Context: an optimization exercise on an open-source flow, tuned for small area and a short achievable clock period. The choices shown serve that exercise and are no tape-out recipe. No run shown here included a check of the RTL's function; only the layout flow was run. Power figures rest on the tool's default switching activity, not on a simulated workload.

==> flow/design.v (outline; a module is shown in full before it is edited, if it fits) <==
// module float_adder: 79 lines
// module float_mult: 397 lines
// module mul_fa: 6 lines
// module mul_ha: 6 lines
// module float_comp: 17 lines
// module float2int: 16 lines
// module int2float: 26 lines
// module float_ops: 25 lines
module float_ops(
	input         clk,
	input         rst_n,
	input  [31:0] add_a,
	input  [31:0] add_b,
	output [31:0] add_out,
	input  [31:0] mul_a,
	input  [31:0] mul_b,
	output [31:0] mul_out,
	input  [31:0] cmp_a,
	input  [31:0] cmp_b,
	output        cmp_gt,
	output        cmp_eq,
	output        cmp_lt,
	input  [31:0] f2i_in,
	output [31:0] f2i_out,
	input  [31:0] i2f_in,
	output [31:0] i2f_out
);
  // ...
==> flow/run.sh <==
#!/bin/bash
# synth_recipe.tcl (not shown) runs the flow's synth.tcl, then flattens the netlist and writes it again
# the make line also repeats each setting of config.mk as NAME=value (left out here)
make -C /OpenROAD-flow-scripts/flow DESIGN_CONFIG=/design/flow/config.mk WORK_HOME=/design/flow/orfs CLKGATE_MAP_FILE= SYNTH_SCRIPT=/design/flow/synth_recipe.tcl finish
==> flow/config.mk <==
export PLATFORM = sky130hd
export DESIGN_NAME = float_ops
export DESIGN_NICKNAME = float_ops
export VERILOG_FILES = /design/flow/design.v
export SDC_FILE = /design/flow/constraint.sdc
export NUM_CORES = 4
export LEC_CHECK = 0
export CAP_MARGIN = 20
export CORE_MARGIN = 2
export CORE_UTILIZATION = 40
export SETUP_SLACK_MARGIN = 5
export SLEW_MARGIN = 20
export SYNTH_HIERARCHICAL = 1
export SYNTH_MINIMUM_KEEP_SIZE = 0
==> flow/constraint.sdc <==
create_clock -name core_clock -period 10.0 [get_ports {clk}]
set_input_delay 2.0000 -clock core_clock [delete_from_list [all_inputs] [get_ports {clk}]]
set_output_delay 2.0000 -clock core_clock [all_outputs]
set_load 0.01 [all_outputs]
==> impl_metrics.yaml, run 1 <==
outcome:
  outcome: "finished clean"
synthesis:
  synthXorXnorAreaFrac_pct: 10.6
  synth.mux.area_fraction_pct: 8.81
  yosysTopAreaCell: "dfxtp_1"
  yosys-top-cells-count: "400 x dfxtp_1, 387 x xnor2_1, 271 x a22oi_1, 270 x nor2_1, 266 x nand2_1"
  yosys_warnings: 11
sta:
  setup-tns-final_ns: 0
  relSlewSlack_pct: 34.2
  period_share_pct: 49.5
  fin_ws_ns: 5.05
floorplan:
  num_tap_cells: 1265
  die_h_um: 313
  core_um2: 94900
clock_network:
  worst_skew_pair.late_latency_ns: 0.64
  htreeDepth: 2
  clk_path_buf_depth: 3
  cts_setup_buffers: 3
  cts-hold-fix-buffers: 0
place:
  place.gp.congestion: 0.970
  io_buffers: 387
  placed_area_um2: 43000
  place_hpwl_um: 89700
grt:
  grt.total_usage_pct: 24.2
  met3_usage_pct: 6.80
  met1_usage_pct: 31.9
  overflow: 0
worst_setup_path:
  crit_path_start_kind: "flop"
  startpoint: "u_f2i.m_r[8]"
  path_class: "reg2out"
  cp_common_cell: "or4_4"
  endpoint_kind: "primary output"
power_and_ir_drop:
  p_leak_nw: 18.3
  p_comb_w: 0.00705
  p_total_w: 0.0113
  power_leader: "combinational cells"
  p_switching_w: 0.00499
detailed_routing:
  drcViolationCount: 0
  wire_per_inst_um: 21.2
  drt-pass1-iter-count: 6
  avgViaCountPerCell: 5.68
finish:
  seq_share_pct: 17.8
  fin_util_pct: 47.5
  seq_area_um2: 8010
  top_regs: "u_mul.ra1 (41), u_mul.rb1 (41), u_f2i.m_r (32)"
==> module float_adder, before the edit <==
module float_adder(clk,rst_n,add_a,add_b,adder_out);
input wire [31:0] add_a,add_b;
output wire [31:0] adder_out;
input rst_n,clk;
wire [7:0] ea = add_a[30:23];
wire [7:0] eb = add_b[30:23];
wire [8:0] dab = {1'b0, ea} - {1'b0, eb};
wire [8:0] dba = {1'b0, eb} - {1'b0, ea};
wire a_lt_b = add_a[30:0] < add_b[30:0];
wire [7:0] d   = a_lt_b ? dba[7:0] : dab[7:0];
wire [31:0] bg  = a_lt_b ? add_b : add_a;
wire [22:0] sf  = a_lt_b ? add_a[22:0] : add_b[22:0];
reg        s0, sub0, bz0, hb0;
reg [7:0]  e0;
reg [4:0]  d0;
reg [22:0] fa0, fb0;
always @(posedge clk) begin
	s0   <= bg[31];
	sub0 <= add_a[31] ^ add_b[31];
	bz0  <= ~|{add_a, add_b};
	e0   <= bg[30:23];
	d0   <= (d > 8'd27) ? 5'd31 : d[4:0];
	fa0  <= bg[22:0];
	hb0  <= (d <= 8'd46);
	fb0  <= (d <= 8'd46) ? sf : 23'd0;
end
wire [23:0] bm = {hb0, fb0};
wire [26:0] ar = {2'b01, fa0, 2'b00};
wire [26:0] br = {1'b0, bm, 2'b00} >> d0;
reg st;
integer k;
always @(*) begin
	st = 1'b0;
	for (k = 0; k < 24; k = k + 1)
		if ((k + 3 <= d0) && (k + 23 >= d0)) st = st | bm[k];
end
wire [26:0] r = sub0 ? (ar - br - {26'd0, st}) : (ar + br);
reg [26:0] r1;
reg        s1, bz1, nan1;
reg [7:0]  e1;
always @(posedge clk) begin
	r1   <= r;
	s1   <= s0;
	bz1  <= bz0;
	nan1 <= &e0;
	e1   <= e0;
end
reg [4:0] ss;
integer i;
always @(*) begin
	ss = 5'd24;
	for (i = 3; i <= 26; i = i + 1)
		if (r1[i]) ss = 26 - i;
end
wire [23:0] q    = r1[26] ? r1[25:2] : (r1[25] ? r1[24:1] : r1[23:0]);
wire [22:0] fr   = q[23:1] + {22'd0, q[0]};
wire [26:0] n    = r1 << ss;
wire [22:0] frac = (r1[26] | r1[25] | r1[24]) ? fr : n[25:3];
wire        zero = bz1 | ~|r1;
reg        s2;
reg [7:0]  e2;
reg [22:0] f2;
always @(posedge clk) begin
	if (nan1) begin
		s2 <= s1;
		e2 <= 8'hff;
		f2 <= 23'd1;
	end else if (zero) begin
		s2 <= 1'b0;
		e2 <= 8'd0;
		f2 <= 23'd0;
	end else begin
		s2 <= s1;
		e2 <= e1 + 8'd1 - {3'd0, ss};
		f2 <= frac;
	end
end
assign adder_out = {s2, e2, f2};
endmodule
==> module float_mult, before the edit <==
module float_mult(clk,rst_n,mul_a,mul_b,out_a);
input wire [31:0] mul_a,mul_b;
output wire [31:0] out_a;
input rst_n,clk;
wire [8:0] esum = {1'b0, mul_a[30:23]} + {1'b0, mul_b[30:23]};
wire nan_in = (&mul_a[30:23]) | (&mul_b[30:23]);
wire [25:0] y = {2'b01, mul_b[22:0], 1'b0};    
reg [22:0] fa0;
reg [11:0] neg, one, two;
reg        s0, ovf0, unf0;
reg [7:0]  e0;
integer k;
always @(posedge clk) begin
	fa0  <= mul_a[22:0];
	for (k = 0; k < 12; k = k + 1) begin
		neg[k] <= y[2*k+2];
		one[k] <= y[2*k+1] ^ y[2*k];
		two[k] <= (y[2*k+2] & ~y[2*k+1] & ~y[2*k]) | (~y[2*k+2] & y[2*k+1] & y[2*k]);
	end
	s0   <= mul_a[31] ^ mul_b[31];
	ovf0 <= nan_in | (esum >= 9'd381);
	unf0 <= ~nan_in & (esum <= 9'd127);
	e0   <= esum[7:0] - 8'd127;
end
wire [23:0] x = {1'b1, fa0};
wire [25:0] xe = {1'b0, x, 1'b0};    
wire [24:0] pp0, pp1, pp2, pp3, pp4, pp5, pp6, pp7, pp8, pp9, pp10, pp11;
genvar gi, gj;
generate for (gj = 0; gj < 25; gj = gj + 1) begin : g_pp
	assign pp0[gj]  = ((one[0]  & xe[gj+1]) | (two[0]  & xe[gj])) ^ neg[0];
	assign pp1[gj]  = ((one[1]  & xe[gj+1]) | (two[1]  & xe[gj])) ^ neg[1];
	assign pp2[gj]  = ((one[2]  & xe[gj+1]) | (two[2]  & xe[gj])) ^ neg[2];
	assign pp3[gj]  = ((one[3]  & xe[gj+1]) | (two[3]  & xe[gj])) ^ neg[3];
	assign pp4[gj]  = ((one[4]  & xe[gj+1]) | (two[4]  & xe[gj])) ^ neg[4];
	assign pp5[gj]  = ((one[5]  & xe[gj+1]) | (two[5]  & xe[gj])) ^ neg[5];
	assign pp6[gj]  = ((one[6]  & xe[gj+1]) | (two[6]  & xe[gj])) ^ neg[6];
	assign pp7[gj]  = ((one[7]  & xe[gj+1]) | (two[7]  & xe[gj])) ^ neg[7];
	assign pp8[gj]  = ((one[8]  & xe[gj+1]) | (two[8]  & xe[gj])) ^ neg[8];
	assign pp9[gj]  = ((one[9]  & xe[gj+1]) | (two[9]  & xe[gj])) ^ neg[9];
	assign pp10[gj] = ((one[10] & xe[gj+1]) | (two[10] & xe[gj])) ^ neg[10];
	assign pp11[gj] = ((one[11] & xe[gj+1]) | (two[11] & xe[gj])) ^ neg[11];
end endgenerate
wire hs1, hc1, hs2, hc2, fs1, fc1, hs3, hc3, fs2, fc2, hs4, hc4, fs3, fc3, fs4, fc4, hs5, hc5, fs5, fc5, fs6, fc6, hs6, hc6, fs7, fc7, fs8, fc8, fs9, fc9, hs7, hc7, fs10, fc10, fs11, fc11, fs12, fc12, fs13, fc13, fs14, fc14, fs15, fc15, hs8, hc8, fs16, fc16, fs17, fc17, fs18, fc18, hs9, hc9, fs19, fc19, fs20, fc20, fs21, fc21, fs22, fc22, hs10, hc10, fs23, fc23, fs24, fc24, fs25, fc25, fs26, fc26, hs11, hc11, fs27, fc27, fs28, fc28, fs29, fc29, fs30, fc30, fs31, fc31, hs12, hc12, fs32, fc32, fs33, fc33, fs34, fc34, fs35, fc35, fs36, fc36, hs13, hc13, fs37, fc37, fs38, fc38, fs39, fc39, fs40, fc40, fs41, fc41, fs42, fc42, hs14, hc14, fs43, fc43, fs44, fc44, fs45, fc45, fs46, fc46, fs47, fc47, fs48, fc48, hs15, hc15, fs49, fc49, fs50, fc50, fs51, fc51, fs52, fc52, fs53, fc53, fs54, fc54, fs55, fc55, hs16, hc16, fs56, fc56, fs57, fc57, fs58, fc58, fs59, fc59, fs60, fc60, fs61, fc61, fs62, fc62, hs17, hc17, fs63, fc63, fs64, fc64, fs65, fc65, fs66, fc66, fs67, fc67, fs68, fc68, fs69, fc69, fs70, fc70, hs18, hc18, fs71, fc71, fs72, fc72, fs73, fc73, fs74, fc74, fs75, fc75, fs76, fc76, fs77, fc77, fs78, fc78, hs19, hc19, fs79, fc79, fs80, fc80, fs81, fc81, fs82, fc82, fs83, fc83, fs84, fc84, fs85, fc85, fs86, fc86, fs87, fc87, hs20, hc20, fs88, fc88, fs89, fc89, fs90, fc90, fs91, fc91, fs92, fc92, fs93, fc93, fs94, fc94, fs95, fc95, fs96, fc96, hs21, hc21, fs97, fc97, fs98, fc98, fs99, fc99, fs100, fc100, fs101, fc101, fs102, fc102, fs103, fc103, fs104, fc104, fs105, fc105, fs106, fc106, fs107, fc107, fs108, fc108, fs109, fc109, fs110, fc110, fs111, fc111, fs112, fc112, fs113, fc113, fs114, fc114, fs115, fc115, fs116, fc116, fs117, fc117, hs22, hc22, fs118, fc118, fs119, fc119, fs120, fc120, fs121, fc121, fs122, fc122, fs123, fc123, fs124, fc124, fs125, fc125, fs126, fc126, fs127, fc127, fs128, fc128, fs129, fc129, fs130, fc130, fs131, fc131, fs132, fc132, fs133, fc133, fs134, fc134, fs135, fc135, fs136, fc136, fs137, fc137, fs138, fc138, fs139, fc139, hs23, hc23, fs140, fc140, fs141, fc141, fs142, fc142, fs143, fc143, fs144, fc144, fs145, fc145, fs146, fc146, fs147, fc147, fs148, fc148, fs149, fc149, fs150, fc150, hs24, hc24, fs151, fc151, fs152, fc152, fs153, fc153, fs154, fc154, fs155, fc155, fs156, fc156, fs157, fc157, fs158, fc158, fs159, fc159, fs160, fc160, fs161, fc161, fs162, fc162, fs163, fc163, fs164, fc164, fs165, fc165, fs166, fc166, fs167, fc167, fs168, fc168, fs169, fc169, fs170, fc170, fs171, fc171, hs25, hc25, fs172, fc172, fs173, fc173, fs174, fc174, fs175, fc175, fs176, fc176, fs177, fc177, fs178, fc178, fs179, fc179, fs180, fc180, fs181, fc181, fs182, fc182, fs183, fc183, fs184, fc184, fs185, fc185, fs186, fc186, fs187, fc187, fs188, fc188, fs189, fc189, fs190, fc190, hs26, hc26, fs191, fc191, fs192, fc192, fs193, fc193, fs194, fc194, fs195, fc195, fs196, fc196, fs197, fc197, fs198, fc198, fs199, fc199, fs200, fc200, fs201, fc201, fs202, fc202, fs203, fc203, fs204, fc204, fs205, fc205, fs206, fc206, fs207, fc207, hs27, hc27, fs208, fc208, fs209, fc209, fs210, fc210, fs211, fc211, fs212, fc212, fs213, fc213, fs214, fc214, fs215, fc215, fs216, fc216, fs217, fc217, fs218, fc218, fs219, fc219, fs220, fc220, fs221, fc221, fs222, fc222, hs28, hc28, fs223, fc223, fs224, fc224, fs225, fc225, fs226, fc226, fs227, fc227, fs228, fc228, fs229, fc229, fs230, fc230, fs231, fc231, fs232, fc232, fs233, fc233, fs234, fc234, fs235, fc235, hs29, hc29, fs236, fc236, fs237, fc237, fs238, fc238, fs239, fc239, fs240, fc240, fs241, fc241, fs242, fc242, fs243, fc243, fs244, fc244, fs245, fc245, fs246, fc246, hs30, hc30, fs247, fc247, fs248, fc248, fs249, fc249, fs250, fc250, fs251, fc251, fs252, fc252, fs253, fc253, fs254, fc254, fs255, fc255, hs31, hc31, fs256, fc256, fs257, fc257, fs258, fc258, fs259, fc259, fs260, fc260, fs261, fc261, fs262, fc262, hs32, hc32, fs263, fc263, fs264, fc264, fs265, fc265, fs266, fc266, fs267, fc267, hs33, hc33, fs268, fc268, fs269, fc269, fs270, fc270, hs34, hc34, fs271, fc271;
mul_ha u_ha1(.a(neg[0]), .b(pp0[0]), .s(hs1), .co(hc1));
mul_ha u_ha2(.a(pp0[1]), .b(hc1), .s(hs2), .co(hc2));
mul_fa u_fa1(.a(neg[1]), .b(pp0[2]), .ci(pp1[0]), .s(fs1), .co(fc1));
mul_ha u_ha3(.a(hc2), .b(fs1), .s(hs3), .co(hc3));
mul_fa u_fa2(.a(pp0[3]), .b(pp1[1]), .ci(fc1), .s(fs2), .co(fc2));
mul_ha u_ha4(.a(fs2), .b(hc3), .s(hs4), .co(hc4));
mul_fa u_fa3(.a(neg[2]), .b(pp0[4]), .ci(pp1[2]), .s(fs3), .co(fc3));
mul_fa u_fa4(.a(pp2[0]), .b(fs3), .ci(fc2), .s(fs4), .co(fc4));
mul_ha u_ha5(.a(hc4), .b(fs4), .s(hs5), .co(hc5));
mul_fa u_fa5(.a(pp0[5]), .b(pp1[3]), .ci(pp2[1]), .s(fs5), .co(fc5));
mul_fa u_fa6(.a(fc3), .b(fs5), .ci(hc5), .s(fs6), .co(fc6));
mul_ha u_ha6(.a(fs6), .b(fc4), .s(hs6), .co(hc6));
mul_fa u_fa7(.a(neg[3]), .b(pp0[6]), .ci(pp1[4]), .s(fs7), .co(fc7));
mul_fa u_fa8(.a(pp2[2]), .b(pp3[0]), .ci(fc5), .s(fs8), .co(fc8));
mul_fa u_fa9(.a(fs7), .b(fs8), .ci(hc6), .s(fs9), .co(fc9));
mul_ha u_ha7(.a(fs9), .b(fc6), .s(hs7), .co(hc7));
mul_fa u_fa10(.a(pp0[7]), .b(pp1[5]), .ci(pp2[3]), .s(fs10), .co(fc10));
mul_fa u_fa11(.a(pp3[1]), .b(fc7), .ci(fs10), .s(fs11), .co(fc11));
mul_fa u_fa12(.a(fc8), .b(fs11), .ci(hc7), .s(fs12), .co(fc12));
mul_fa u_fa13(.a(neg[4]), .b(pp0[8]), .ci(pp1[6]), .s(fs13), .co(fc13));
mul_fa u_fa14(.a(pp2[4]), .b(pp3[2]), .ci(pp4[0]), .s(fs14), .co(fc14));
mul_fa u_fa15(.a(fc10), .b(fs13), .ci(fs14), .s(fs15), .co(fc15));
mul_ha u_ha8(.a(fc11), .b(fs15), .s(hs8), .co(hc8));
mul_fa u_fa16(.a(pp0[9]), .b(pp1[7]), .ci(pp2[5]), .s(fs16), .co(fc16));
mul_fa u_fa17(.a(pp3[3]), .b(pp4[1]), .ci(fc13), .s(fs17), .co(fc17));
mul_fa u_fa18(.a(fc14), .b(fs16), .ci(fs17), .s(fs18), .co(fc18));
mul_ha u_ha9(.a(fc15), .b(fs18), .s(hs9), .co(hc9));
mul_fa u_fa19(.a(neg[5]), .b(pp0[10]), .ci(pp1[8]), .s(fs19), .co(fc19));
mul_fa u_fa20(.a(pp2[6]), .b(pp3[4]), .ci(pp4[2]), .s(fs20), .co(fc20));
mul_fa u_fa21(.a(pp5[0]), .b(fc16), .ci(fs19), .s(fs21), .co(fc21));
mul_fa u_fa22(.a(fs20), .b(fc17), .ci(fc18), .s(fs22), .co(fc22));
mul_ha u_ha10(.a(fs21), .b(hc9), .s(hs10), .co(hc10));
mul_fa u_fa23(.a(pp0[11]), .b(pp1[9]), .ci(pp2[7]), .s(fs23), .co(fc23));
mul_fa u_fa24(.a(pp3[5]), .b(pp4[3]), .ci(pp5[1]), .s(fs24), .co(fc24));
mul_fa u_fa25(.a(fc19), .b(fc20), .ci(fs23), .s(fs25), .co(fc25));
mul_fa u_fa26(.a(fs24), .b(fc21), .ci(fs25), .s(fs26), .co(fc26));
mul_ha u_ha11(.a(fc22), .b(fs26), .s(hs11), .co(hc11));
mul_fa u_fa27(.a(neg[6]), .b(pp0[12]), .ci(pp1[10]), .s(fs27), .co(fc27));
mul_fa u_fa28(.a(pp2[8]), .b(pp3[6]), .ci(pp4[4]), .s(fs28), .co(fc28));
mul_fa u_fa29(.a(pp5[2]), .b(pp6[0]), .ci(fc23), .s(fs29), .co(fc29));
mul_fa u_fa30(.a(fc24), .b(fs27), .ci(fs28), .s(fs30), .co(fc30));
mul_fa u_fa31(.a(fs29), .b(fc25), .ci(fs30), .s(fs31), .co(fc31));
mul_ha u_ha12(.a(fc26), .b(fs31), .s(hs12), .co(hc12));
mul_fa u_fa32(.a(pp0[13]), .b(pp1[11]), .ci(pp2[9]), .s(fs32), .co(fc32));
mul_fa u_fa33(.a(pp3[7]), .b(pp4[5]), .ci(pp5[3]), .s(fs33), .co(fc33));
mul_fa u_fa34(.a(pp6[1]), .b(fc27), .ci(fc28), .s(fs34), .co(fc34));
mul_fa u_fa35(.a(fs32), .b(fs33), .ci(fc29), .s(fs35), .co(fc35));
mul_fa u_fa36(.a(fc30), .b(fs34), .ci(fs35), .s(fs36), .co(fc36));
mul_ha u_ha13(.a(fc31), .b(fs36), .s(hs13), .co(hc13));
mul_fa u_fa37(.a(neg[7]), .b(pp0[14]), .ci(pp1[12]), .s(fs37), .co(fc37));
mul_fa u_fa38(.a(pp2[10]), .b(pp3[8]), .ci(pp4[6]), .s(fs38), .co(fc38));
mul_fa u_fa39(.a(pp5[4]), .b(pp6[2]), .ci(pp7[0]), .s(fs39), .co(fc39));
mul_fa u_fa40(.a(fc32), .b(fc33), .ci(fs37), .s(fs40), .co(fc40));
mul_fa u_fa41(.a(fs38), .b(fs39), .ci(fc34), .s(fs41), .co(fc41));
mul_fa u_fa42(.a(fs40), .b(fs41), .ci(fc35), .s(fs42), .co(fc42));
mul_ha u_ha14(.a(fc36), .b(fs42), .s(hs14), .co(hc14));
mul_fa u_fa43(.a(pp0[15]), .b(pp1[13]), .ci(pp2[11]), .s(fs43), .co(fc43));
mul_fa u_fa44(.a(pp3[9]), .b(pp4[7]), .ci(pp5[5]), .s(fs44), .co(fc44));
mul_fa u_fa45(.a(pp6[3]), .b(pp7[1]), .ci(fc37), .s(fs45), .co(fc45));
mul_fa u_fa46(.a(fc38), .b(fc39), .ci(fs43), .s(fs46), .co(fc46));
mul_fa u_fa47(.a(fs44), .b(fs45), .ci(fc40), .s(fs47), .co(fc47));
mul_fa u_fa48(.a(fs46), .b(fs47), .ci(fc41), .s(fs48), .co(fc48));
mul_ha u_ha15(.a(fs48), .b(fc42), .s(hs15), .co(hc15));
mul_fa u_fa49(.a(neg[8]), .b(pp0[16]), .ci(pp1[14]), .s(fs49), .co(fc49));
mul_fa u_fa50(.a(pp2[12]), .b(pp3[10]), .ci(pp4[8]), .s(fs50), .co(fc50));
mul_fa u_fa51(.a(pp5[6]), .b(pp6[4]), .ci(pp7[2]), .s(fs51), .co(fc51));
mul_fa u_fa52(.a(pp8[0]), .b(fc43), .ci(fc44), .s(fs52), .co(fc52));
mul_fa u_fa53(.a(fs49), .b(fs50), .ci(fs51), .s(fs53), .co(fc53));
mul_fa u_fa54(.a(fc45), .b(fc46), .ci(fs52), .s(fs54), .co(fc54));
mul_fa u_fa55(.a(fs53), .b(fc47), .ci(fs54), .s(fs55), .co(fc55));
mul_ha u_ha16(.a(fc48), .b(fs55), .s(hs16), .co(hc16));
mul_fa u_fa56(.a(pp0[17]), .b(pp1[15]), .ci(pp2[13]), .s(fs56), .co(fc56));
mul_fa u_fa57(.a(pp3[11]), .b(pp4[9]), .ci(pp5[7]), .s(fs57), .co(fc57));
mul_fa u_fa58(.a(pp6[5]), .b(pp7[3]), .ci(pp8[1]), .s(fs58), .co(fc58));
mul_fa u_fa59(.a(fc49), .b(fc50), .ci(fc51), .s(fs59), .co(fc59));
mul_fa u_fa60(.a(fs56), .b(fs57), .ci(fs58), .s(fs60), .co(fc60));
mul_fa u_fa61(.a(fc52), .b(fc53), .ci(fs59), .s(fs61), .co(fc61));
mul_fa u_fa62(.a(fs60), .b(fc54), .ci(fs61), .s(fs62), .co(fc62));
mul_ha u_ha17(.a(fc55), .b(fs62), .s(hs17), .co(hc17));
mul_fa u_fa63(.a(neg[9]), .b(pp0[18]), .ci(pp1[16]), .s(fs63), .co(fc63));
mul_fa u_fa64(.a(pp2[14]), .b(pp3[12]), .ci(pp4[10]), .s(fs64), .co(fc64));
mul_fa u_fa65(.a(pp5[8]), .b(pp6[6]), .ci(pp7[4]), .s(fs65), .co(fc65));
mul_fa u_fa66(.a(pp8[2]), .b(pp9[0]), .ci(fc56), .s(fs66), .co(fc66));
mul_fa u_fa67(.a(fc57), .b(fc58), .ci(fs63), .s(fs67), .co(fc67));
mul_fa u_fa68(.a(fs64), .b(fs65), .ci(fs66), .s(fs68), .co(fc68));
mul_fa u_fa69(.a(fc59), .b(fc60), .ci(fs67), .s(fs69), .co(fc69));
mul_fa u_fa70(.a(fs68), .b(fc61), .ci(fs69), .s(fs70), .co(fc70));
mul_ha u_ha18(.a(fc62), .b(fs70), .s(hs18), .co(hc18));
mul_fa u_fa71(.a(pp0[19]), .b(pp1[17]), .ci(pp2[15]), .s(fs71), .co(fc71));
mul_fa u_fa72(.a(pp3[13]), .b(pp4[11]), .ci(pp5[9]), .s(fs72), .co(fc72));
mul_fa u_fa73(.a(pp6[7]), .b(pp7[5]), .ci(pp8[3]), .s(fs73), .co(fc73));
mul_fa u_fa74(.a(pp9[1]), .b(fc63), .ci(fc64), .s(fs74), .co(fc74));
mul_fa u_fa75(.a(fc65), .b(fs71), .ci(fs72), .s(fs75), .co(fc75));
mul_fa u_fa76(.a(fs73), .b(fc66), .ci(fc67), .s(fs76), .co(fc76));
mul_fa u_fa77(.a(fc68), .b(fs74), .ci(fs75), .s(fs77), .co(fc77));
mul_fa u_fa78(.a(fs76), .b(fc69), .ci(fs77), .s(fs78), .co(fc78));
mul_ha u_ha19(.a(fc70), .b(fs78), .s(hs19), .co(hc19));
mul_fa u_fa79(.a(neg[10]), .b(pp0[20]), .ci(pp1[18]), .s(fs79), .co(fc79));
mul_fa u_fa80(.a(pp2[16]), .b(pp3[14]), .ci(pp4[12]), .s(fs80), .co(fc80));
mul_fa u_fa81(.a(pp5[10]), .b(pp6[8]), .ci(pp7[6]), .s(fs81), .co(fc81));
mul_fa u_fa82(.a(pp8[4]), .b(pp9[2]), .ci(pp10[0]), .s(fs82), .co(fc82));
mul_fa u_fa83(.a(fc71), .b(fc72), .ci(fc73), .s(fs83), .co(fc83));
mul_fa u_fa84(.a(fs79), .b(fs80), .ci(fs81), .s(fs84), .co(fc84));
mul_fa u_fa85(.a(fs82), .b(fc74), .ci(fc75), .s(fs85), .co(fc85));
mul_fa u_fa86(.a(fs83), .b(fs84), .ci(fs85), .s(fs86), .co(fc86));
mul_fa u_fa87(.a(fc76), .b(fc77), .ci(fs86), .s(fs87), .co(fc87));
mul_ha u_ha20(.a(fc78), .b(fs87), .s(hs20), .co(hc20));
mul_fa u_fa88(.a(pp0[21]), .b(pp1[19]), .ci(pp2[17]), .s(fs88), .co(fc88));
mul_fa u_fa89(.a(pp3[15]), .b(pp4[13]), .ci(pp5[11]), .s(fs89), .co(fc89));
mul_fa u_fa90(.a(pp6[9]), .b(pp7[7]), .ci(pp8[5]), .s(fs90), .co(fc90));
mul_fa u_fa91(.a(pp9[3]), .b(pp10[1]), .ci(fc79), .s(fs91), .co(fc91));
mul_fa u_fa92(.a(fc80), .b(fc81), .ci(fc82), .s(fs92), .co(fc92));
mul_fa u_fa93(.a(fs88), .b(fs89), .ci(fs90), .s(fs93), .co(fc93));
mul_fa u_fa94(.a(fs91), .b(fc83), .ci(fc84), .s(fs94), .co(fc94));
mul_fa u_fa95(.a(fs92), .b(fs93), .ci(fs94), .s(fs95), .co(fc95));
mul_fa u_fa96(.a(fc85), .b(fs95), .ci(fc86), .s(fs96), .co(fc96));
mul_ha u_ha21(.a(fc87), .b(fs96), .s(hs21), .co(hc21));
assign fs97 = ~(neg[11] ^ pp0[22]);
assign fc97 = neg[11] | pp0[22];
mul_fa u_fa98(.a(fs97), .b(pp1[20]), .ci(pp2[18]), .s(fs98), .co(fc98));
mul_fa u_fa99(.a(pp3[16]), .b(pp4[14]), .ci(pp5[12]), .s(fs99), .co(fc99));
mul_fa u_fa100(.a(pp6[10]), .b(pp7[8]), .ci(pp8[6]), .s(fs100), .co(fc100));
mul_fa u_fa101(.a(pp9[4]), .b(pp10[2]), .ci(pp11[0]), .s(fs101), .co(fc101));
mul_fa u_fa102(.a(fc88), .b(fc89), .ci(fc90), .s(fs102), .co(fc102));
mul_fa u_fa103(.a(fs98), .b(fs99), .ci(fs100), .s(fs103), .co(fc103));
mul_fa u_fa104(.a(fs101), .b(fc91), .ci(fc92), .s(fs104), .co(fc104));
mul_fa u_fa105(.a(fc93), .b(fs102), .ci(fs103), .s(fs105), .co(fc105));
mul_fa u_fa106(.a(fs104), .b(fc94), .ci(fs105), .s(fs106), .co(fc106));
mul_fa u_fa107(.a(fc95), .b(fs106), .ci(fc96), .s(fs107), .co(fc107));
mul_fa u_fa108(.a(pp0[23]), .b(pp1[21]), .ci(pp2[19]), .s(fs108), .co(fc108));
mul_fa u_fa109(.a(pp3[17]), .b(pp4[15]), .ci(pp5[13]), .s(fs109), .co(fc109));
mul_fa u_fa110(.a(pp6[11]), .b(pp7[9]), .ci(pp8[7]), .s(fs110), .co(fc110));
mul_fa u_fa111(.a(pp9[5]), .b(pp10[3]), .ci(pp11[1]), .s(fs111), .co(fc111));
mul_fa u_fa112(.a(fc97), .b(fc98), .ci(fc99), .s(fs112), .co(fc112));
mul_fa u_fa113(.a(fc100), .b(fc101), .ci(fs108), .s(fs113), .co(fc113));
mul_fa u_fa114(.a(fs109), .b(fs110), .ci(fs111), .s(fs114), .co(fc114));
mul_fa u_fa115(.a(fc102), .b(fc103), .ci(fs112), .s(fs115), .co(fc115));
mul_fa u_fa116(.a(fs113), .b(fs114), .ci(fc104), .s(fs116), .co(fc116));
mul_fa u_fa117(.a(fc105), .b(fs115), .ci(fs116), .s(fs117), .co(fc117));
mul_ha u_ha22(.a(fc106), .b(fs117), .s(hs22), .co(hc22));
mul_fa u_fa118(.a(x[0]), .b(pp0[24]), .ci(pp1[22]), .s(fs118), .co(fc118));
mul_fa u_fa119(.a(pp2[20]), .b(pp3[18]), .ci(pp4[16]), .s(fs119), .co(fc119));
mul_fa u_fa120(.a(pp5[14]), .b(pp6[12]), .ci(pp7[10]), .s(fs120), .co(fc120));
mul_fa u_fa121(.a(pp8[8]), .b(pp9[6]), .ci(pp10[4]), .s(fs121), .co(fc121));
mul_fa u_fa122(.a(pp11[2]), .b(fc108), .ci(fc109), .s(fs122), .co(fc122));
mul_fa u_fa123(.a(fc110), .b(fc111), .ci(fs118), .s(fs123), .co(fc123));
mul_fa u_fa124(.a(fs119), .b(fs120), .ci(fs121), .s(fs124), .co(fc124));
mul_fa u_fa125(.a(fc112), .b(fc113), .ci(fc114), .s(fs125), .co(fc125));
mul_fa u_fa126(.a(fs122), .b(fs123), .ci(fs124), .s(fs126), .co(fc126));
mul_fa u_fa127(.a(fc115), .b(fs125), .ci(fs126), .s(fs127), .co(fc127));
mul_fa u_fa128(.a(fc116), .b(fc117), .ci(fs127), .s(fs128), .co(fc128));
assign fs129 = ~(x[1] ^ ~neg[0]);
assign fc129 = x[1] | ~neg[0];
mul_fa u_fa130(.a(fs129), .b(pp1[23]), .ci(pp2[21]), .s(fs130), .co(fc130));
mul_fa u_fa131(.a(pp3[19]), .b(pp4[17]), .ci(pp5[15]), .s(fs131), .co(fc131));
mul_fa u_fa132(.a(pp6[13]), .b(pp7[11]), .ci(pp8[9]), .s(fs132), .co(fc132));
mul_fa u_fa133(.a(pp9[7]), .b(pp10[5]), .ci(pp11[3]), .s(fs133), .co(fc133));
mul_fa u_fa134(.a(fc118), .b(fc119), .ci(fc120), .s(fs134), .co(fc134));
mul_fa u_fa135(.a(fc121), .b(fs130), .ci(fs131), .s(fs135), .co(fc135));
mul_fa u_fa136(.a(fs132), .b(fs133), .ci(fc122), .s(fs136), .co(fc136));
mul_fa u_fa137(.a(fc123), .b(fc124), .ci(fs134), .s(fs137), .co(fc137));
mul_fa u_fa138(.a(fs135), .b(fs136), .ci(fc125), .s(fs138), .co(fc138));
mul_fa u_fa139(.a(fc126), .b(fs137), .ci(fs138), .s(fs139), .co(fc139));
mul_ha u_ha23(.a(fc127), .b(fs139), .s(hs23), .co(hc23));
assign fs140 = ~(x[2] ^ fc129);
assign fc140 = x[2] | fc129;
mul_fa u_fa141(.a(fs140), .b(pp1[24]), .ci(pp2[22]), .s(fs141), .co(fc141));
mul_fa u_fa142(.a(pp3[20]), .b(pp4[18]), .ci(pp5[16]), .s(fs142), .co(fc142));
mul_fa u_fa143(.a(pp6[14]), .b(pp7[12]), .ci(pp8[10]), .s(fs143), .co(fc143));
mul_fa u_fa144(.a(pp9[8]), .b(pp10[6]), .ci(pp11[4]), .s(fs144), .co(fc144));
mul_fa u_fa145(.a(fc130), .b(fc131), .ci(fc132), .s(fs145), .co(fc145));
mul_fa u_fa146(.a(fc133), .b(fs141), .ci(fs142), .s(fs146), .co(fc146));
mul_fa u_fa147(.a(fs143), .b(fs144), .ci(fc134), .s(fs147), .co(fc147));
mul_fa u_fa148(.a(fc135), .b(fs145), .ci(fs146), .s(fs148), .co(fc148));
mul_fa u_fa149(.a(fs147), .b(fc136), .ci(fc137), .s(fs149), .co(fc149));
mul_fa u_fa150(.a(fs148), .b(fc138), .ci(fs149), .s(fs150), .co(fc150));
mul_ha u_ha24(.a(fc139), .b(hc23), .s(hs24), .co(hc24));
mul_fa u_fa151(.a(x[3]), .b(~neg[1]), .ci(pp2[23]), .s(fs151), .co(fc151));
mul_fa u_fa152(.a(pp3[21]), .b(pp4[19]), .ci(pp5[17]), .s(fs152), .co(fc152));
mul_fa u_fa153(.a(pp6[15]), .b(pp7[13]), .ci(pp8[11]), .s(fs153), .co(fc153));
mul_fa u_fa154(.a(pp9[9]), .b(pp10[7]), .ci(pp11[5]), .s(fs154), .co(fc154));
mul_fa u_fa155(.a(fs151), .b(fc140), .ci(fc141), .s(fs155), .co(fc155));
mul_fa u_fa156(.a(fc142), .b(fc143), .ci(fc144), .s(fs156), .co(fc156));
mul_fa u_fa157(.a(fs152), .b(fs153), .ci(fs154), .s(fs157), .co(fc157));
mul_fa u_fa158(.a(fc145), .b(fs155), .ci(fc146), .s(fs158), .co(fc158));
mul_fa u_fa159(.a(fs156), .b(fs157), .ci(fc147), .s(fs159), .co(fc159));
mul_fa u_fa160(.a(fs158), .b(fc148), .ci(fs159), .s(fs160), .co(fc160));
mul_fa u_fa161(.a(fc149), .b(fs160), .ci(fc150), .s(fs161), .co(fc161));
assign fs162 = ~(x[4] ^ pp2[24]);
assign fc162 = x[4] | pp2[24];
mul_fa u_fa163(.a(fs162), .b(pp3[22]), .ci(pp4[20]), .s(fs163), .co(fc163));
mul_fa u_fa164(.a(pp5[18]), .b(pp6[16]), .ci(pp7[14]), .s(fs164), .co(fc164));
mul_fa u_fa165(.a(pp8[12]), .b(pp9[10]), .ci(pp10[8]), .s(fs165), .co(fc165));
mul_fa u_fa166(.a(pp11[6]), .b(fc151), .ci(fc152), .s(fs166), .co(fc166));
mul_fa u_fa167(.a(fc153), .b(fc154), .ci(fs163), .s(fs167), .co(fc167));
mul_fa u_fa168(.a(fs164), .b(fs165), .ci(fc155), .s(fs168), .co(fc168));
mul_fa u_fa169(.a(fc156), .b(fc157), .ci(fs166), .s(fs169), .co(fc169));
mul_fa u_fa170(.a(fs167), .b(fs168), .ci(fc158), .s(fs170), .co(fc170));
mul_fa u_fa171(.a(fs169), .b(fs170), .ci(fc159), .s(fs171), .co(fc171));
mul_ha u_ha25(.a(fc160), .b(fs171), .s(hs25), .co(hc25));
mul_fa u_fa172(.a(x[5]), .b(~neg[2]), .ci(pp3[23]), .s(fs172), .co(fc172));
mul_fa u_fa173(.a(pp4[21]), .b(pp5[19]), .ci(pp6[17]), .s(fs173), .co(fc173));
mul_fa u_fa174(.a(pp7[15]), .b(pp8[13]), .ci(pp9[11]), .s(fs174), .co(fc174));
mul_fa u_fa175(.a(pp10[9]), .b(pp11[7]), .ci(fs172), .s(fs175), .co(fc175));
mul_fa u_fa176(.a(fc162), .b(fc163), .ci(fc164), .s(fs176), .co(fc176));
mul_fa u_fa177(.a(fc165), .b(fs173), .ci(fs174), .s(fs177), .co(fc177));
mul_fa u_fa178(.a(fs175), .b(fc166), .ci(fc167), .s(fs178), .co(fc178));
mul_fa u_fa179(.a(fs176), .b(fs177), .ci(fc168), .s(fs179), .co(fc179));
mul_fa u_fa180(.a(fs178), .b(fc169), .ci(fs179), .s(fs180), .co(fc180));
mul_fa u_fa181(.a(fc170), .b(fs180), .ci(fc171), .s(fs181), .co(fc181));
assign fs182 = ~(x[6] ^ pp3[24]);
assign fc182 = x[6] | pp3[24];
mul_fa u_fa183(.a(fs182), .b(pp4[22]), .ci(pp5[20]), .s(fs183), .co(fc183));
mul_fa u_fa184(.a(pp6[18]), .b(pp7[16]), .ci(pp8[14]), .s(fs184), .co(fc184));
mul_fa u_fa185(.a(pp9[12]), .b(pp10[10]), .ci(pp11[8]), .s(fs185), .co(fc185));
mul_fa u_fa186(.a(fc172), .b(fc173), .ci(fc174), .s(fs186), .co(fc186));
mul_fa u_fa187(.a(fc175), .b(fs183), .ci(fs184), .s(fs187), .co(fc187));
mul_fa u_fa188(.a(fs185), .b(fc176), .ci(fc177), .s(fs188), .co(fc188));
mul_fa u_fa189(.a(fs186), .b(fs187), .ci(fs188), .s(fs189), .co(fc189));
mul_fa u_fa190(.a(fc178), .b(fs189), .ci(fc179), .s(fs190), .co(fc190));
mul_ha u_ha26(.a(fc180), .b(fs190), .s(hs26), .co(hc26));
mul_fa u_fa191(.a(x[7]), .b(~neg[3]), .ci(pp4[23]), .s(fs191), .co(fc191));
mul_fa u_fa192(.a(pp5[21]), .b(pp6[19]), .ci(pp7[17]), .s(fs192), .co(fc192));
mul_fa u_fa193(.a(pp8[15]), .b(pp9[13]), .ci(pp10[11]), .s(fs193), .co(fc193));
mul_fa u_fa194(.a(pp11[9]), .b(fs191), .ci(fc182), .s(fs194), .co(fc194));
mul_fa u_fa195(.a(fc183), .b(fc184), .ci(fc185), .s(fs195), .co(fc195));
mul_fa u_fa196(.a(fs192), .b(fs193), .ci(fs194), .s(fs196), .co(fc196));
mul_fa u_fa197(.a(fc186), .b(fc187), .ci(fs195), .s(fs197), .co(fc197));
mul_fa u_fa198(.a(fs196), .b(fc188), .ci(fs197), .s(fs198), .co(fc198));
mul_fa u_fa199(.a(fc189), .b(fs198), .ci(fc190), .s(fs199), .co(fc199));
assign fs200 = ~(x[8] ^ pp4[24]);
assign fc200 = x[8] | pp4[24];
mul_fa u_fa201(.a(fs200), .b(pp5[22]), .ci(pp6[20]), .s(fs201), .co(fc201));
mul_fa u_fa202(.a(pp7[18]), .b(pp8[16]), .ci(pp9[14]), .s(fs202), .co(fc202));
mul_fa u_fa203(.a(pp10[12]), .b(pp11[10]), .ci(fc191), .s(fs203), .co(fc203));
mul_fa u_fa204(.a(fc192), .b(fc193), .ci(fs201), .s(fs204), .co(fc204));
mul_fa u_fa205(.a(fs202), .b(fs203), .ci(fc194), .s(fs205), .co(fc205));
mul_fa u_fa206(.a(fc195), .b(fc196), .ci(fs204), .s(fs206), .co(fc206));
mul_fa u_fa207(.a(fs205), .b(fc197), .ci(fs206), .s(fs207), .co(fc207));
mul_ha u_ha27(.a(fc198), .b(fs207), .s(hs27), .co(hc27));
mul_fa u_fa208(.a(x[9]), .b(~neg[4]), .ci(pp5[23]), .s(fs208), .co(fc208));
mul_fa u_fa209(.a(pp6[21]), .b(pp7[19]), .ci(pp8[17]), .s(fs209), .co(fc209));
mul_fa u_fa210(.a(pp9[15]), .b(pp10[13]), .ci(pp11[11]), .s(fs210), .co(fc210));
mul_fa u_fa211(.a(fs208), .b(fc200), .ci(fc201), .s(fs211), .co(fc211));
mul_fa u_fa212(.a(fc202), .b(fs209), .ci(fs210), .s(fs212), .co(fc212));
mul_fa u_fa213(.a(fc203), .b(fc204), .ci(fs211), .s(fs213), .co(fc213));
mul_fa u_fa214(.a(fs212), .b(fc205), .ci(fc206), .s(fs214), .co(fc214));
mul_fa u_fa215(.a(fs213), .b(fs214), .ci(fc207), .s(fs215), .co(fc215));
assign fs216 = ~(x[10] ^ pp5[24]);
assign fc216 = x[10] | pp5[24];
mul_fa u_fa217(.a(fs216), .b(pp6[22]), .ci(pp7[20]), .s(fs217), .co(fc217));
mul_fa u_fa218(.a(pp8[18]), .b(pp9[16]), .ci(pp10[14]), .s(fs218), .co(fc218));
mul_fa u_fa219(.a(pp11[12]), .b(fc208), .ci(fc209), .s(fs219), .co(fc219));
mul_fa u_fa220(.a(fc210), .b(fs217), .ci(fs218), .s(fs220), .co(fc220));
mul_fa u_fa221(.a(fc211), .b(fc212), .ci(fs219), .s(fs221), .co(fc221));
mul_fa u_fa222(.a(fs220), .b(fc213), .ci(fs221), .s(fs222), .co(fc222));
mul_ha u_ha28(.a(fc214), .b(fs222), .s(hs28), .co(hc28));
mul_fa u_fa223(.a(x[11]), .b(~neg[5]), .ci(pp6[23]), .s(fs223), .co(fc223));
mul_fa u_fa224(.a(pp7[21]), .b(pp8[19]), .ci(pp9[17]), .s(fs224), .co(fc224));
mul_fa u_fa225(.a(pp10[15]), .b(pp11[13]), .ci(fs223), .s(fs225), .co(fc225));
mul_fa u_fa226(.a(fc216), .b(fc217), .ci(fc218), .s(fs226), .co(fc226));
mul_fa u_fa227(.a(fs224), .b(fs225), .ci(fc219), .s(fs227), .co(fc227));
mul_fa u_fa228(.a(fc220), .b(fs226), .ci(fs227), .s(fs228), .co(fc228));
mul_fa u_fa229(.a(fc221), .b(fs228), .ci(fc222), .s(fs229), .co(fc229));
assign fs230 = ~(x[12] ^ pp6[24]);
assign fc230 = x[12] | pp6[24];
mul_fa u_fa231(.a(fs230), .b(pp7[22]), .ci(pp8[20]), .s(fs231), .co(fc231));
mul_fa u_fa232(.a(pp9[18]), .b(pp10[16]), .ci(pp11[14]), .s(fs232), .co(fc232));
mul_fa u_fa233(.a(fc223), .b(fc224), .ci(fc225), .s(fs233), .co(fc233));
mul_fa u_fa234(.a(fs231), .b(fs232), .ci(fc226), .s(fs234), .co(fc234));
mul_fa u_fa235(.a(fs233), .b(fs234), .ci(fc227), .s(fs235), .co(fc235));
mul_ha u_ha29(.a(fc228), .b(fs235), .s(hs29), .co(hc29));
mul_fa u_fa236(.a(x[13]), .b(~neg[6]), .ci(pp7[23]), .s(fs236), .co(fc236));
mul_fa u_fa237(.a(pp8[21]), .b(pp9[19]), .ci(pp10[17]), .s(fs237), .co(fc237));
mul_fa u_fa238(.a(pp11[15]), .b(fs236), .ci(fc230), .s(fs238), .co(fc238));
mul_fa u_fa239(.a(fc231), .b(fc232), .ci(fs237), .s(fs239), .co(fc239));
mul_fa u_fa240(.a(fs238), .b(fc233), .ci(fs239), .s(fs240), .co(fc240));
mul_fa u_fa241(.a(fc234), .b(fs240), .ci(fc235), .s(fs241), .co(fc241));
assign fs242 = ~(x[14] ^ pp7[24]);
assign fc242 = x[14] | pp7[24];
mul_fa u_fa243(.a(fs242), .b(pp8[22]), .ci(pp9[20]), .s(fs243), .co(fc243));
mul_fa u_fa244(.a(pp10[18]), .b(pp11[16]), .ci(fc236), .s(fs244), .co(fc244));
mul_fa u_fa245(.a(fc237), .b(fs243), .ci(fs244), .s(fs245), .co(fc245));
mul_fa u_fa246(.a(fc238), .b(fc239), .ci(fs245), .s(fs246), .co(fc246));
mul_ha u_ha30(.a(fc240), .b(fs246), .s(hs30), .co(hc30));
mul_fa u_fa247(.a(x[15]), .b(~neg[7]), .ci(pp8[23]), .s(fs247), .co(fc247));
mul_fa u_fa248(.a(pp9[21]), .b(pp10[19]), .ci(pp11[17]), .s(fs248), .co(fc248));
mul_fa u_fa249(.a(fs247), .b(fc242), .ci(fc243), .s(fs249), .co(fc249));
mul_fa u_fa250(.a(fs248), .b(fc244), .ci(fc245), .s(fs250), .co(fc250));
mul_fa u_fa251(.a(fs249), .b(fs250), .ci(fc246), .s(fs251), .co(fc251));
assign fs252 = ~(x[16] ^ pp8[24]);
assign fc252 = x[16] | pp8[24];
mul_fa u_fa253(.a(fs252), .b(pp9[22]), .ci(pp10[20]), .s(fs253), .co(fc253));
mul_fa u_fa254(.a(pp11[18]), .b(fc247), .ci(fc248), .s(fs254), .co(fc254));
mul_fa u_fa255(.a(fs253), .b(fc249), .ci(fs254), .s(fs255), .co(fc255));
mul_ha u_ha31(.a(fs255), .b(fc250), .s(hs31), .co(hc31));
mul_fa u_fa256(.a(x[17]), .b(~neg[8]), .ci(pp9[23]), .s(fs256), .co(fc256));
mul_fa u_fa257(.a(pp10[21]), .b(pp11[19]), .ci(fs256), .s(fs257), .co(fc257));
mul_fa u_fa258(.a(fc252), .b(fc253), .ci(fs257), .s(fs258), .co(fc258));
mul_fa u_fa259(.a(fc254), .b(fs258), .ci(fc255), .s(fs259), .co(fc259));
assign fs260 = ~(x[18] ^ pp9[24]);
assign fc260 = x[18] | pp9[24];
mul_fa u_fa261(.a(fs260), .b(pp10[22]), .ci(pp11[20]), .s(fs261), .co(fc261));
mul_fa u_fa262(.a(fc256), .b(fc257), .ci(fs261), .s(fs262), .co(fc262));
mul_ha u_ha32(.a(fc258), .b(fs262), .s(hs32), .co(hc32));
mul_fa u_fa263(.a(x[19]), .b(~neg[9]), .ci(pp10[23]), .s(fs263), .co(fc263));
mul_fa u_fa264(.a(pp11[21]), .b(fs263), .ci(fc260), .s(fs264), .co(fc264));
mul_fa u_fa265(.a(fc261), .b(fs264), .ci(fc262), .s(fs265), .co(fc265));
assign fs266 = ~(x[20] ^ pp10[24]);
assign fc266 = x[20] | pp10[24];
mul_fa u_fa267(.a(fs266), .b(pp11[22]), .ci(fc263), .s(fs267), .co(fc267));
mul_ha u_ha33(.a(fs267), .b(fc264), .s(hs33), .co(hc33));
mul_fa u_fa268(.a(x[21]), .b(~neg[10]), .ci(pp11[23]), .s(fs268), .co(fc268));
mul_fa u_fa269(.a(fs268), .b(fc266), .ci(fc267), .s(fs269), .co(fc269));
assign fs270 = ~(x[22] ^ pp11[24]);
assign fc270 = x[22] | pp11[24];
mul_ha u_ha34(.a(fs270), .b(fc268), .s(hs34), .co(hc34));
mul_fa u_fa271(.a(x[23]), .b(~neg[11]), .ci(fc270), .s(fs271), .co(fc271));
wire [40:0] rowa = {hc34, fc269, hc33, fc265, hc32, fc259, hc31, fc251, hc30, fc241, hc29, fc229, hc28, fc215, hc27, fc199, hc26, fc181, hc25, fc161, hc24, fs150, fc128, hc22, fc107, hc21, hc20, hc19, hc18, hc17, hc16, hc15, hc14, hc13, hc12, hc11, hc10, fs22, hc8, fc12, fc9};
wire [40:0] rowb = {fs271, hs34, fs269, hs33, fs265, hs32, fs259, hs31, fs251, hs30, fs241, hs29, fs229, hs28, fs215, hs27, fs199, hs26, fs181, hs25, fs161, hs24, hs23, fs128, hs22, fs107, hs21, hs20, hs19, hs18, hs17, hs16, hs15, hs14, hs13, hs12, hs11, hs10, hs9, hs8, fs12};
reg [40:0] ra1, rb1;
reg        s1, ovf1, unf1;
reg [7:0]  e1;
always @(posedge clk) begin
	ra1  <= rowa;
	rb1  <= rowb;
	s1   <= s0;
	ovf1 <= ovf0;
	unf1 <= unf0;
	e1   <= e0;
end
wire [40:0] psum = ra1 + rb1;
wire [24:0] p1 = psum[40:16];
reg        s2;
reg [7:0]  e2;
reg [22:0] f2;
always @(posedge clk) begin
	s2 <= s1;
	if (ovf1) begin
		e2 <= 8'hff;
		f2 <= 23'd1;
	end else if (unf1) begin
		e2 <= 8'd0;
		f2 <= 23'd0;
	end else if (p1[24]) begin
		e2 <= e1 + 8'd1;
		f2 <= p1[23:1];
	end else begin
		e2 <= e1;
		f2 <= p1[22:0];
	end
end
assign out_a = {s2, e2, f2};
endmodule
==> run 2: changes to the inputs <==
--- a/flow/design.v
+++ b/flow/design.v
@@ -36,3 +36,3 @@
 end
-wire [26:0] r = sub0 ? (ar - br - {26'd0, st}) : (ar + br);
+wire [26:0] r = ar + (br ^ {27{sub0}}) + {26'd0, sub0 & ~st};
 reg [26:0] r1;
@@ -453,4 +453,153 @@
 end
-wire [40:0] psum = ra1 + rb1;
-wire [24:0] p1 = psum[40:16];
+wire [40:0] bk_g0, bk_p0;
+assign bk_g0 = ra1 & rb1;
+assign bk_p0 = ra1 ^ rb1;
+wire bk_g1 = bk_g0[1] | (bk_p0[1] & bk_g0[0]);
+wire bk_p1 = bk_p0[1] & bk_p0[0];
+wire bk_g2 = bk_g0[3] | (bk_p0[3] & bk_g0[2]);
+wire bk_p2 = bk_p0[3] & bk_p0[2];
+wire bk_g3 = bk_g0[5] | (bk_p0[5] & bk_g0[4]);
+wire bk_p3 = bk_p0[5] & bk_p0[4];
+wire bk_g4 = bk_g0[7] | (bk_p0[7] & bk_g0[6]);
+wire bk_p4 = bk_p0[7] & bk_p0[6];
+wire bk_g5 = bk_g0[9] | (bk_p0[9] & bk_g0[8]);
+wire bk_p5 = bk_p0[9] & bk_p0[8];
+wire bk_g6 = bk_g0[11] | (bk_p0[11] & bk_g0[10]);
+wire bk_p6 = bk_p0[11] & bk_p0[10];
+wire bk_g7 = bk_g0[13] | (bk_p0[13] & bk_g0[12]);
+wire bk_p7 = bk_p0[13] & bk_p0[12];
+wire bk_g8 = bk_g0[15] | (bk_p0[15] & bk_g0[14]);
+wire bk_p8 = bk_p0[15] & bk_p0[14];
+wire bk_g9 = bk_g0[17] | (bk_p0[17] & bk_g0[16]);
+wire bk_p9 = bk_p0[17] & bk_p0[16];
+wire bk_g10 = bk_g0[19] | (bk_p0[19] & bk_g0[18]);
+wire bk_p10 = bk_p0[19] & bk_p0[18];
+wire bk_g11 = bk_g0[21] | (bk_p0[21] & bk_g0[20]);
+wire bk_p11 = bk_p0[21] & bk_p0[20];
+wire bk_g12 = bk_g0[23] | (bk_p0[23] & bk_g0[22]);
+wire bk_p12 = bk_p0[23] & bk_p0[22];
+wire bk_g13 = bk_g0[25] | (bk_p0[25] & bk_g0[24]);
+wire bk_p13 = bk_p0[25] & bk_p0[24];
+wire bk_g14 = bk_g0[27] | (bk_p0[27] & bk_g0[26]);
+wire bk_p14 = bk_p0[27] & bk_p0[26];
+wire bk_g15 = bk_g0[29] | (bk_p0[29] & bk_g0[28]);
+wire bk_p15 = bk_p0[29] & bk_p0[28];
+wire bk_g16 = bk_g0[31] | (bk_p0[31] & bk_g0[30]);
+wire bk_p16 = bk_p0[31] & bk_p0[30];
+wire bk_g17 = bk_g0[33] | (bk_p0[33] & bk_g0[32]);
+wire bk_p17 = bk_p0[33] & bk_p0[32];
+wire bk_g18 = bk_g0[35] | (bk_p0[35] & bk_g0[34]);
+wire bk_p18 = bk_p0[35] & bk_p0[34];
+wire bk_g19 = bk_g0[37] | (bk_p0[37] & bk_g0[36]);
+wire bk_p19 = bk_p0[37] & bk_p0[36];
+wire bk_g20 = bk_g0[39] | (bk_p0[39] & bk_g0[38]);
+wire bk_p20 = bk_p0[39] & bk_p0[38];
+wire bk_g21 = bk_g2 | (bk_p2 & bk_g1);
+wire bk_p21 = bk_p2 & bk_p1;
+wire bk_g22 = bk_g4 | (bk_p4 & bk_g3);
+wire bk_p22 = bk_p4 & bk_p3;
+wire bk_g23 = bk_g6 | (bk_p6 & bk_g5);
+wire bk_p23 = bk_p6 & bk_p5;
+wire bk_g24 = bk_g8 | (bk_p8 & bk_g7);
+wire bk_p24 = bk_p8 & bk_p7;
+wire bk_g25 = bk_g10 | (bk_p10 & bk_g9);
+wire bk_p25 = bk_p10 & bk_p9;
+wire bk_g26 = bk_g12 | (bk_p12 & bk_g11);
+wire bk_p26 = bk_p12 & bk_p11;
+wire bk_g27 = bk_g14 | (bk_p14 & bk_g13);
+wire bk_p27 = bk_p14 & bk_p13;
+wire bk_g28 = bk_g16 | (bk_p16 & bk_g15);
+wire bk_p28 = bk_p16 & bk_p15;
+wire bk_g29 = bk_g18 | (bk_p18 & bk_g17);
+wire bk_p29 = bk_p18 & bk_p17;
+wire bk_g30 = bk_g20 | (bk_p20 & bk_g19);
+wire bk_p30 = bk_p20 & bk_p19;
+wire bk_g31 = bk_g22 | (bk_p22 & bk_g21);
+wire bk_p31 = bk_p22 & bk_p21;
+wire bk_g32 = bk_g24 | (bk_p24 & bk_g23);
+wire bk_p32 = bk_p24 & bk_p23;
+wire bk_g33 = bk_g26 | (bk_p26 & bk_g25);
+wire bk_p33 = bk_p26 & bk_p25;
+wire bk_g34 = bk_g28 | (bk_p28 & bk_g27);
+wire bk_p34 = bk_p28 & bk_p27;
+wire bk_g35 = bk_g30 | (bk_p30 & bk_g29);
+wire bk_p35 = bk_p30 & bk_p29;
+wire bk_g36 = bk_g32 | (bk_p32 & bk_g31);
+wire bk_p36 = bk_p32 & bk_p31;
+wire bk_g37 = bk_g34 | (bk_p34 & bk_g33);
+wire bk_p37 = bk_p34 & bk_p33;
+wire bk_g38 = bk_g37 | (bk_p37 & bk_g36);
+wire bk_p38 = bk_p37 & bk_p36;
+wire bk_g39 = bk_g33 | (bk_p33 & bk_g36);
+wire bk_p39 = bk_p33 & bk_p36;
+wire bk_g40 = bk_g35 | (bk_p35 & bk_g38);
+wire bk_p40 = bk_p35 & bk_p38;
+wire bk_g41 = bk_g23 | (bk_p23 & bk_g31);
+wire bk_p41 = bk_p23 & bk_p31;
+wire bk_g42 = bk_g25 | (bk_p25 & bk_g36);
+wire bk_p42 = bk_p25 & bk_p36;
+wire bk_g43 = bk_g27 | (bk_p27 & bk_g39);
+wire bk_p43 = bk_p27 & bk_p39;
+wire bk_g44 = bk_g29 | (bk_p29 & bk_g38);
+wire bk_p44 = bk_p29 & bk_p38;
+wire bk_g45 = bk_g3 | (bk_p3 & bk_g21);
+wire bk_p45 = bk_p3 & bk_p21;
+wire bk_g46 = bk_g5 | (bk_p5 & bk_g31);
+wire bk_p46 = bk_p5 & bk_p31;
+wire bk_g47 = bk_g7 | (bk_p7 & bk_g41);
+wire bk_p47 = bk_p7 & bk_p41;
+wire bk_g48 = bk_g9 | (bk_p9 & bk_g36);
+wire bk_p48 = bk_p9 & bk_p36;
+wire bk_g49 = bk_g11 | (bk_p11 & bk_g42);
+wire bk_p49 = bk_p11 & bk_p42;
+wire bk_g50 = bk_g13 | (bk_p13 & bk_g39);
+wire bk_p50 = bk_p13 & bk_p39;
+wire bk_g51 = bk_g15 | (bk_p15 & bk_g43);
+wire bk_p51 = bk_p15 & bk_p43;
+wire bk_g52 = bk_g17 | (bk_p17 & bk_g38);
+wire bk_p52 = bk_p17 & bk_p38;
+wire bk_g53 = bk_g19 | (bk_p19 & bk_g44);
+wire bk_p53 = bk_p19 & bk_p44;
+wire bk_g54 = bk_g0[2] | (bk_p0[2] & bk_g1);
+wire bk_p54 = bk_p0[2] & bk_p1;
+wire bk_g55 = bk_g0[4] | (bk_p0[4] & bk_g21);
+wire bk_p55 = bk_p0[4] & bk_p21;
+wire bk_g56 = bk_g0[6] | (bk_p0[6] & bk_g45);
+wire bk_p56 = bk_p0[6] & bk_p45;
+wire bk_g57 = bk_g0[8] | (bk_p0[8] & bk_g31);
+wire bk_p57 = bk_p0[8] & bk_p31;
+wire bk_g58 = bk_g0[10] | (bk_p0[10] & bk_g46);
+wire bk_p58 = bk_p0[10] & bk_p46;
+wire bk_g59 = bk_g0[12] | (bk_p0[12] & bk_g41);
+wire bk_p59 = bk_p0[12] & bk_p41;
+wire bk_g60 = bk_g0[14] | (bk_p0[14] & bk_g47);
+wire bk_p60 = bk_p0[14] & bk_p47;
+wire bk_g61 = bk_g0[16] | (bk_p0[16] & bk_g36);
+wire bk_p61 = bk_p0[16] & bk_p36;
+wire bk_g62 = bk_g0[18] | (bk_p0[18] & bk_g48);
+wire bk_p62 = bk_p0[18] & bk_p48;
+wire bk_g63 = bk_g0[20] | (bk_p0[20] & bk_g42);
+wire bk_p63 = bk_p0[20] & bk_p42;
+wire bk_g64 = bk_g0[22] | (bk_p0[22] & bk_g49);
+wire bk_p64 = bk_p0[22] & bk_p49;
+wire bk_g65 = bk_g0[24] | (bk_p0[24] & bk_g39);
+wire bk_p65 = bk_p0[24] & bk_p39;
+wire bk_g66 = bk_g0[26] | (bk_p0[26] & bk_g50);
+wire bk_p66 = bk_p0[26] & bk_p50;
+wire bk_g67 = bk_g0[28] | (bk_p0[28] & bk_g43);
+wire bk_p67 = bk_p0[28] & bk_p43;
+wire bk_g68 = bk_g0[30] | (bk_p0[30] & bk_g51);
+wire bk_p68 = bk_p0[30] & bk_p51;
+wire bk_g69 = bk_g0[32] | (bk_p0[32] & bk_g38);
+wire bk_p69 = bk_p0[32] & bk_p38;
+wire bk_g70 = bk_g0[34] | (bk_p0[34] & bk_g52);
+wire bk_p70 = bk_p0[34] & bk_p52;
+wire bk_g71 = bk_g0[36] | (bk_p0[36] & bk_g44);
+wire bk_p71 = bk_p0[36] & bk_p44;
+wire bk_g72 = bk_g0[38] | (bk_p0[38] & bk_g53);
+wire bk_p72 = bk_p0[38] & bk_p53;
+wire bk_g73 = bk_g0[40] | (bk_p0[40] & bk_g40);
+wire bk_p73 = bk_p0[40] & bk_p40;
+wire [24:0] bk_sum = {bk_p0[40] ^ bk_g40, bk_p0[39] ^ bk_g72, bk_p0[38] ^ bk_g53, bk_p0[37] ^ bk_g71, bk_p0[36] ^ bk_g44, bk_p0[35] ^ bk_g70, bk_p0[34] ^ bk_g52, bk_p0[33] ^ bk_g69, bk_p0[32] ^ bk_g38, bk_p0[31] ^ bk_g68, bk_p0[30] ^ bk_g51, bk_p0[29] ^ bk_g67, bk_p0[28] ^ bk_g43, bk_p0[27] ^ bk_g66, bk_p0[26] ^ bk_g50, bk_p0[25] ^ bk_g65, bk_p0[24] ^ bk_g39, bk_p0[23] ^ bk_g64, bk_p0[22] ^ bk_g49, bk_p0[21] ^ bk_g63, bk_p0[20] ^ bk_g42, bk_p0[19] ^ bk_g62, bk_p0[18] ^ bk_g48, bk_p0[17] ^ bk_g61, bk_p0[16] ^ bk_g36};
+wire [24:0] p1 = bk_sum;
 reg        s2;
==> flow/flow/run.sh (new file) <==
#!/bin/bash
# Own layout flow: the standard flow (standard synthesis unchanged), with
# the ports buffered by the smallest plain buffer instead of the default
# delay-cell buffer; timing repair upsizes it where a path needs it.
set -euo pipefail
export BUFFER_PORTS_ARGS="-buffer_cell sky130_fd_sc_hd__buf_1"
bash standard.sh finish > standard_flow.log 2>&1
==> flow/standard.sh (new file) <==
#!/bin/bash
# synth_recipe.tcl (not shown) runs the flow's synth.tcl, then flattens the netlist and writes it again
# the make line also repeats each setting of config.mk as NAME=value (left out here)
make -C /OpenROAD-flow-scripts/flow DESIGN_CONFIG=/design/flow/config.mk WORK_HOME=/design/flow/orfs CLKGATE_MAP_FILE= SYNTH_SCRIPT=/design/flow/synth_recipe.tcl "${@:-finish}"
removed: flow/run.sh
==> run 2 against run 1 <==
Net effect:
- die area decreased by 4.2%
- core utilization decreased by 2.4 points
- highest routed layer unchanged
- synthesized cell count decreased by 6.4%
- largest cell class unchanged
- first-iteration DRC count decreased by 9.4%
- hold slack improved by 0.00053 ns
==> impl_metrics.yaml, run 2 <==
outcome:
  outcome: "finished clean"
synthesis:
  yosys-top-cells-area: "dfxtp_1 22%, fa_1 15%, xnor2_1 8.9%"
  yosysTopAreaCell: "dfxtp_1"
  netlist_area_um2: 36600
  yosys-top-cells-count: "400 x dfxtp_1, 370 x xnor2_1, 274 x a22oi_1, 274 x fa_1, 271 x nand2_1"
  synth_cell_types: 109
  synth.top_cell.area_share_pct: 21.9
  synth.avg_cell_area_um2: 9.13
  synth-seq-cells: 400
  synthFlopType: "dfxtp_1"
  post-synth-top-count-cell: "dfxtp_1"
  netlist_instances: 4009
  synth_edf_count: 0
  yosys_warnings: 11
  seq_area_frac_synth_pct: 21.9
  synth-async-reset-ratio_pct: 0
place:
  io_buffers: 387
  place.gp.congestion: 0.930
  place_hpwl_um: 81100
  pre_cts_ws_ns: 3.82
detailed_routing:
  via_count: 30871
  drt-pass1-iter-count: 8
  wire_per_inst_um: 20.7
  ant_nets: 0
  drtIter0Drc: 2553
  drt-total-wl_um: 112000
  avgViaCountPerCell: 5.68
  drcViolationCount: 0
power_and_ir_drop:
  p_total_w: 0.0111
  p_seq_share_pct: 22.7
  clkPwrFrac_pct: 17.4
  p_switching_w: 0.00489
  power.internal_w: 0.00620
  ir_drop_mv: 0.194
  powerDensity_nw_per_um2: 272
  swShare_pct: 44.1
  p_leak_nw: 16.2
  power_frac_comb_pct: 59.8
hold_path:
  hold_path_class: "reg2reg"
worst_setup_path:
  worstPathMaxFanout: 14
  required_ns: 10.50
  endpoint_kind: "flop"
  cp.arrival_ns: 5.46
  crit_path_start_kind: "input pin"
  path_class: "in2reg"
clock_network:
  cts_buffers: 49
  cts_tree: "built"
  clk_path_buf_depth: 3
  clk_transition_reported_paths_ns: 0.06
  htreeDepth: 2
  clock_sinks: 400
  clockRootBuffer: "clkbuf_16"
  cts-hold-fix-buffers: 0
  worst_skew_pair.late_latency_ns: 0.64
finish:
  final_cell_mix: "396 x dfxtp_1, 382 x buf_1, 370 x xnor2_1, 274 x a22oi_1, 274 x fa_1"
  fillers: 8844
  seq_area_um2: 8020
  drive_gt1_share_pct: 8.33
  fin_util_pct: 45.1
  area_growth_pct: 11.3
  final_common_cell: "dfxtp_1"
  multiInputGateArea_um2: 26700
  top_regs: "u_mul.ra1 (41), u_mul.rb1 (41), u_f2i.m_r (32)"
  nNetsFinal: 4948
sta:
  setup-tns-final_ns: 0
  period_share_pct: 49.6
  finalSetupViolCount: 0
  rsz0062_at_grt: "true"
  hold_violations: 0
  finalClockSkew_ns: 0.0311
  worst_pin_slew_ns: 1.01
  relSlewSlack_pct: 32.6
  finalCriticalPeriod_ns: 4.96
  fmax_mhz: 202
  finalMaxSlewViolations: 0
  fin_ws_ns: 5.04
grt:
  antenna_found_initial: 12
  grt_max_degree: 84
  grt_pass1_vias: 30344
  grt_pass1_wl_um: 174000
  grt.total_usage_pct: 23.3
  overflow: 0
floorplan:
  die_w_um: 307
  die_h_um: 307
  num_io_pins: 389
  rows: 110
  initial_core_util_pct: 40.5
  core_um2: 90400
  die-area_um2: 94000
run:
  max-cap-violations: 0
[run 2: changes by cell type after synthesis, moves of 9 or more]
cell / delta
nor2_2: -19
nor3_1: -9
xor2_1: +13
a211oi_1: +26
nand3_1: -17
o21a_1: -14
ha_1: -47
a21oi_1: -63
inv_1: -58
mux2_2: -10
nand4_1: +12
nor2_1: -56
xnor2_1: -17
fa_1: +11
[run 2: cell type report]
type | instances | share of cell area, %
sequential | 400 | 19.7
multi-input combinational | 3099 | 65.4
inverter | 193 | 1.80
tap | 1176 | 3.61
antenna | 7 | 0.0430
clock buffer | 62 | 3.25
clock inverter | 30 | 1.09
timing repair buffer | 466 | 5.12
[run 2: what timing repair did]
action	in CTS	in global routing
resized for setup	7	12
gates cloned	0	1
setup buffers	0	3
endpoints found under the setup margin	45	49
pin swaps	0	2
[run 2: worst max-delay path: stages]
cell and delay [ns]:
buf_1 0.36, inv_1 0.09, ha_1 0.47, nand3_1 0.17, nor3_4 0.30, nand2_1 0.08
a2111o_1 0.36, o21ai_4 0.20, buf_12 0.16, mux2i_4 0.40, xor2_2 0.33, or3b_2 0.53
[run 2: power groups by stage]
stage	registers [W]	logic [W]	clock network, W
floorplan	0.00242	0.00468	0
global placement	0.00256	0.00645	0
detailed placement	0.00256	0.00654	0
CTS	0.00252	0.00662	0.00198
global route	0.00258	0.00750	0.00205
finish	0.00252	0.00664	0.00193
[run 2: worst paths after layout]
path               start           end  slack, ns  cells after the start
min          u_mul.e0[4]   u_mul.e1[4]       0.32                      0
min reg2reg  u_mul.e0[4]   u_mul.e1[4]       0.32                      0
max            add_a[26]   u_add.d0[4]       5.04                     12
max reg2reg  u_add.d0[2]  u_add.r1[25]       5.18                     16
[run 2: cells by family (layout without fill, tap and decap cells)]
group | Yosys count | count (layout) | share of synthesized area, %
XOR/XNOR | 461 | 462 | 11.0
adder cells (fa/ha/maj) | 482 | 482 | 22.1
other | 2 | 10 | 0.0205
buffers and inverters | 512 | 751 | 5.66
flip-flops | 400 | 400 | 21.9
AO/OA/AOI/OAI | 1005 | 1005 | 18.9
AND/OR/NAND/NOR | 869 | 869 | 11.8
multiplexers | 278 | 278 | 8.66
[run 2: modules after synthesis, one instance, submodules excluded, a selection]
module       flip-flops and latches  copies in the design
float2int                        33                     1
float_adder                     133                     1
float_comp                        2                     1
float_mult                      194                     1
int2float                        38                     1
mul_fa                            0                   258
mul_ha                            0                    34
[run 2: per-layer routing]
metal / part of all wire, % / global-route usage [%] / vias to the layer above
met5: 0.024 / 0 / -
met4: 2.9 / 7.52 / 4
met3: 7.6 / 4.58 / 194
met2: 46 / 37.1 / 1210
met1: 44 / 31.6 / 14831
li1: - / - / 14632
[run 2: per-stage QoR]
step	hold WS (ns)	instances	cell area [um2]
floorplan	0.310	4010	36600
global placement	0.309	5330	38800
detailed placement	0.312	5330	38800
CTS	0.326	5422	40600
global route	0.328	5429	40800
finish	0.325	5433	40800

## static timing again, ports no longer ideal
The flow's constraints put no driver on any port. The routed layouts listed below were extracted and timed again, unchanged, in two steps. Step 1 sets driving cells, clkbuf_16 on the clock port and buf_2 on the other inputs (assumed; they add their load-dependent delay and slew). Step 2, shift: input delay + t, output delay - t, t = (earliest + latest rising clock arrival at the registers) / 2. This alone moves slack from input paths to output paths. Three values: no drivers, after step 1, after step 2; two values: the first two.
run | t (ns) | setup WS [ns]
run 1 | 0.696 | 5.047 / 4.974 / 4.437
run 2 | 0.686 | 5.042 / 5.023 / 4.392
After both steps setup and hold are still met in every run listed.
